Context: an optimization exercise on an open-source flow, tuned for small area, a short achievable clock period and few clock cycles. The choices shown serve that exercise and are no tape-out recipe.
In this exercise RTL edits were held to simulation tests only and were not proved equivalent to the original.
Power and IR drop assume default switching activity.

== job 101 ==
// core_top
module core_top #(
    parameter ADDR_WIDTH        = 32,
    parameter DATA_WIDTH        = 32,
    parameter HART_ID           = 0,
    parameter COND_ENTRY_NUM    = 8,
    parameter COND_DATA_WIDTH   = 32,
    parameter UNCOND_ENTRY_NUM  = 8,
    parameter UNCOND_DATA_WIDTH = 32
)
(
    input                       clk_i,
    input                       rst_i,
    input                       stall_i,
    input  [ADDR_WIDTH-1 : 0]   init_pc_addr_i,
    input  [DATA_WIDTH-1 : 0]   instruction_i,
    input                       instruction_ready_i,
    output [ADDR_WIDTH-1 : 0]   instruction_addr_o,
    output                      instruction_req_o,
    input  [DATA_WIDTH-1 : 0]   data_read_i,
    input                       data_ready_i,
    output [DATA_WIDTH-1 : 0]   data_write_o,
    output [ADDR_WIDTH-1 : 0]   data_addr_o,
    output                      data_rw_o,       
    output [DATA_WIDTH/8-1 : 0] data_byte_enable_o,
    output                      data_req_o,
    input                       ext_irq_i,
    input                       tmr_irq_i,
    input                       sft_irq_i
);
wire                    sys_jump;
wire [11 : 0]           sys_jump_csr_addr;
wire [DATA_WIDTH-1 : 0] sys_jump_csr_data;
wire flush2fet, flush2dec;
wire flush2exe, flush2mem_wb;
wire pc_vld_fet2dec;
wire stall_from_hazard;
wire [DATA_WIDTH-1 : 0] rs1_fwd, rs2_fwd;
wire fwd_m1_rs1, fwd_m1_rs2, fwd_m2_rs1, fwd_m2_rs2, fwd_m1_csr, fwd_m2_csr;
wire [ADDR_WIDTH-1 : 0] pc;
wire [DATA_WIDTH-1 : 0] fet_instr2dec, fet_pc2dec;
wire                    fet_valid2dec;
wire [DATA_WIDTH-1 : 0] rs1_data2dec, rs2_data2dec;
wire [ 4 : 0]           dec_rs1_addr, dec_rs2_addr;
wire                    dec_illegal_instr;
wire [DATA_WIDTH-1 : 0] dec_pc2exe, dec_imm2exe,
                        dec_rs1_data2fwd, dec_rs2_data2fwd;
wire                    dec_regfile_we2exe, dec_we2exe, dec_re2exe,
                        dec_load_ext_sel2exe, instruction_pc_vld_dec2exe;
wire [ 4 : 0]           dec_rd_addr2exe, dec_rs1_addr2fwd, dec_rs2_addr2fwd,
                        dec_csr_imm2csr;
wire [ 1 : 0]           dec_inA_sel2exe, dec_inB_sel2exe, dec_input_sel2exe;
  ...
Size in the first run: roughly 3400 flip-flops, ~210 I/O pins, ~0.20 sq mm of cells after synthesis.
clock: 20.0 ns
lec_check: 0
cap_margin: 20
core_margin: 2
core_utilization: 40
slew_margin: 20
standard.sh (not shown) runs the stock make flow with config.mk's settings and CLKGATE_MAP_FILE= SYNTH_SCRIPT=/design/flow/synth_recipe.tcl, a recipe that flattens the netlist after the stock synthesis.
==> flow/flow/run.sh <==
#!/bin/bash
# Standard ORFS layout (the standard.sh, unchanged synthesis) with timing
# repair asked to aim for more setup slack than the 20 ns constraint needs,
# without removing buffers (which can leave max-slew violations), and larger
# clock-tree sink clusters.  make's full output goes to flow.log.
set -euo pipefail
bash standard.sh SETUP_SLACK_MARGIN=14 TNS_END_PERCENT=10 SKIP_BUFFER_REMOVAL=1 CTS_CLUSTER_SIZE=30 CTS_CLUSTER_DIAMETER=60 CORE_UTILIZATION=60 finish > flow.log 2>&1
[job 101] flow finished | final checks: failed | reasons: max-capacitance violations, max-slew violations
Testbench counts of job 101, summed over its fixed seeds: cycles 48,105.
--- input diff job 101..job 102 ---
diff --git a/flow/flow/run.sh b/flow/flow/run.sh
--- a/flow/flow/run.sh
+++ b/flow/flow/run.sh
@@ -7 +7 @@
-bash standard.sh SETUP_SLACK_MARGIN=14 TNS_END_PERCENT=10 SKIP_BUFFER_REMOVAL=1 CTS_CLUSTER_SIZE=30 CTS_CLUSTER_DIAMETER=60 CORE_UTILIZATION=60 finish > flow.log 2>&1
+bash standard.sh SETUP_SLACK_MARGIN=14 TNS_END_PERCENT=10 SKIP_BUFFER_REMOVAL=1 CTS_CLUSTER_SIZE=30 CTS_CLUSTER_DIAMETER=60 finish > flow.log 2>&1
### Flow results
No stage failed in job 102, and the final checks on the layout all came back clean.
In job 102, the share of power burned in combinational logic came out 1.5 points below the value in job 101.
From job 102 to job 101, sink count of the clock tree did not move at all.
Power share of the clock group for job 102 is higher than for job 101.
In job 102, final net count is lower than in job 101.
data_addr_o[22] as the critical path capture point was reported by job 102, and instruction_addr_o[21] by job 101.
Run comparison: job 101 master of the slowest instance on the critical path sky130_fd_sc_hd__dfxtp_4; job 102 master of the slowest instance on the critical path sky130_fd_sc_hd__dfxtp_1

---

## run A
Another version of the RTL of core_top (not shown whole).
Size: ~3,500 flip-flops, about 210 I/O pins, roughly 0.20 mm^2 of cells after synthesis.
Settings: LEC_CHECK=0, CAP_MARGIN=20, CORE_MARGIN=2, CORE_UTILIZATION=40, SLEW_MARGIN=20; clock period 20.0 ns.
==> flow/flow/run.sh <==
#!/bin/bash
# Standard ORFS layout (the standard.sh, unchanged synthesis) with timing
# repair asked to aim for more setup slack than the 20 ns constraint needs,
# without removing buffers (which can leave max-slew violations), and larger
# clock-tree sink clusters.  make's full output goes to flow.log.
set -euo pipefail
bash standard.sh SETUP_SLACK_MARGIN=15 TNS_END_PERCENT=10 SKIP_BUFFER_REMOVAL=1 CTS_CLUSTER_SIZE=30 CTS_CLUSTER_DIAMETER=60 finish > flow.log 2>&1
Testbench counts of run A, summed over its fixed seeds: cycles 48,105.
#### Input delta (run B over run A)
-- flow/flow/run.sh --
<<< run A, line 6
set -euo pipefail
bash standard.sh SETUP_SLACK_MARGIN=15 TNS_END_PERCENT=10 SKIP_BUFFER_REMOVAL=1 CTS_CLUSTER_SIZE=30 CTS_CLUSTER_DIAMETER=60 finish > flow.log 2>&1
>>> run B, line 6
set -euo pipefail
bash standard.sh SETUP_SLACK_MARGIN=15 TNS_END_PERCENT=10 SKIP_BUFFER_REMOVAL=1 CAP_MARGIN=30 SLEW_MARGIN=30 CTS_CLUSTER_SIZE=30 CTS_CLUSTER_DIAMETER=60 finish > flow.log 2>&1
==> notes.md <==
In run B the register share of the cell area turned out 0.17 points higher than in run A.
Taking run A as the reference, in run B number of post-CTS setup repair buffers lost 34, cell count neither gained nor lost much, number of ordinary and repair buffers in the finished layout lost 2.5%.
Compared with run A, run B improves via count.
On detailed placer's ending HPWL, run A tracks run B almost exactly.
Of run B and run A, only run B fails to finish with a clean layout.
Run B -> stages 100% | layout checks FAIL | antenna violations
Per the comparison of run B with run A, number of global-route vias before repair ~0 delta, number of nets in the layout ~0 delta, routed wire length shows no meaningful change, met3 track demand over resource in global routing rose by 0.49 points.

---

== xenon ==
RTL: one of the versions met above, not the one the previous note started from.
Size: ~21,000 cells after synthesis, ~3,400 flip-flops, ~210 I/O pins.
Settings: LEC_CHECK=0, CAP_MARGIN=20, CORE_MARGIN=2, CORE_UTILIZATION=40, SLEW_MARGIN=20; clock period 20.0 ns.
==> flow/flow/run.sh <==
#!/bin/bash
# Standard ORFS layout (the standard.sh, unchanged synthesis) with timing
# repair asked to aim for more setup slack than the 20 ns constraint needs,
# without removing buffers (which can leave max-slew violations), and larger
# clock-tree sink clusters.  make's full output goes to flow.log.
set -euo pipefail
bash standard.sh SETUP_SLACK_MARGIN=14 TNS_END_PERCENT=10 SKIP_BUFFER_REMOVAL=1 CTS_CLUSTER_SIZE=30 CTS_CLUSTER_DIAMETER=60 CORE_UTILIZATION=55 CAP_MARGIN=30 SLEW_MARGIN=30 finish > flow.log 2>&1
Testbench counts of xenon, summed over its fixed seeds: cycles 48,105.
## Diff of input files: zinc against xenon
diff --git a/flow/flow/run.sh b/flow/flow/run.sh
--- a/flow/flow/run.sh
+++ b/flow/flow/run.sh
@@ -7 +7 @@
-bash standard.sh SETUP_SLACK_MARGIN=14 TNS_END_PERCENT=10 SKIP_BUFFER_REMOVAL=1 CTS_CLUSTER_SIZE=30 CTS_CLUSTER_DIAMETER=60 CORE_UTILIZATION=55 CAP_MARGIN=30 SLEW_MARGIN=30 finish > flow.log 2>&1
+bash standard.sh SETUP_SLACK_MARGIN=14 TNS_END_PERCENT=10 SKIP_BUFFER_REMOVAL=1 CTS_CLUSTER_SIZE=30 CTS_CLUSTER_DIAMETER=60 CORE_UTILIZATION=80 finish > flow.log 2>&1
[summary]
zinc did not make it past 5_1_grt, where a tool error ended it. When zinc is measured against xenon, its total placed cells including tap cells turns out about 6% lower. Post-DP HPWL down about 7% in zinc wrt xenon. Between xenon and zinc, the flow reports floorplan die height decreasing by more than 10%. Taking xenon as the reference, in zinc multiplexer area fraction after synthesis essentially unchanged; simple logic cell fraction of the synthesized area essentially unchanged; worst slack at placement decreased 0.50 ns. zinc vs xenon: final weighted congestion in routability-driven placement up by more than 10%. Re instance area at placement: zinc is 1.6% down on xenon. The width of the die in zinc is 0.830 times that in xenon. The number of clock buffers inserted by TritonCTS in xenon is 1.6 times that in zinc. The CTS sink count on zinc is in line with that on xenon.
[inputs] raven vs zinc
==> flow/flow/run.sh <==
#!/bin/bash
# Standard ORFS layout (the standard.sh, unchanged synthesis) with:
#  - timing repair asked to aim for more setup slack than the 20 ns
#    constraint needs (SETUP_SLACK_MARGIN), on the worst 10% of endpoints;
#  - no buffer removal during timing repair (it can leave max-slew faults);
#  - larger clock-tree sink clusters;
#  - a denser core.
# make's full output goes to flow.log in this folder.
set -euo pipefail
bash standard.sh SETUP_SLACK_MARGIN=14 TNS_END_PERCENT=10 SKIP_BUFFER_REMOVAL=1 CTS_CLUSTER_SIZE=30 CTS_CLUSTER_DIAMETER=60 CORE_UTILIZATION=50 finish > flow.log 2>&1
[summary]
raven was carried through to the last stage, and its layout satisfied the timing, design-rule and antenna checks.
Measured against each other, raven and zinc differ in CTS buffer count, the lower figure coming from zinc.
Taking raven over zinc, the placer's final routability congestion estimate ratio works out to 0.862.
raven ends up with a number of H-tree levels that is 1 higher than in zinc.

-- port drivers added, routing unchanged --
The flow's constraints put no driver on any port. The routed layouts listed below were extracted and timed again, unchanged, in two steps. Step 1 (the two cells are an assumption about what drives the block):
set clk [get_ports {clk_i}]
set_driving_cell -lib_cell sky130_fd_sc_hd__clkbuf_16 $clk
set_driving_cell -lib_cell sky130_fd_sc_hd__buf_2 [delete_from_list [all_inputs] $clk]
Step 2 also shifts input and output timing later by t, the mid clock arrival at the registers, as if the neighbouring blocks saw the same clock. Three values: no drivers, after step 1, after step 2; two values: the first two.
run | t, ns | setup slack, ns | latest minus earliest clock arrival (ns) | worst register clock-pin slew, ns
job 101 | 1.126 | 13.429 / 13.311 / 12.443 | 0.159 / 0.159 | 0.12 / 0.12
job 102 | 1.151 | 13.149 / 13.006 / 12.351 | 0.142 / 0.142 | 0.11 / 0.11
run A | 1.182 | 13.341 / 13.197 / 12.397 | 0.128 / 0.128 | 0.11 / 0.11
run B | 1.144 | 13.354 / 13.231 / 12.353 | 0.128 / 0.128 | 0.11 / 0.11
xenon | 1.105 | 13.307 / 13.232 / 12.300 | 0.115 / 0.116 | 0.10 / 0.10
raven | 1.125 | 13.316 / 13.197 / 12.288 | 0.094 / 0.094 | 0.10 / 0.10
For raven, which loses most, drivers alone change the setup slack by -0.119 ns; drivers and shift together by -1.028 ns.
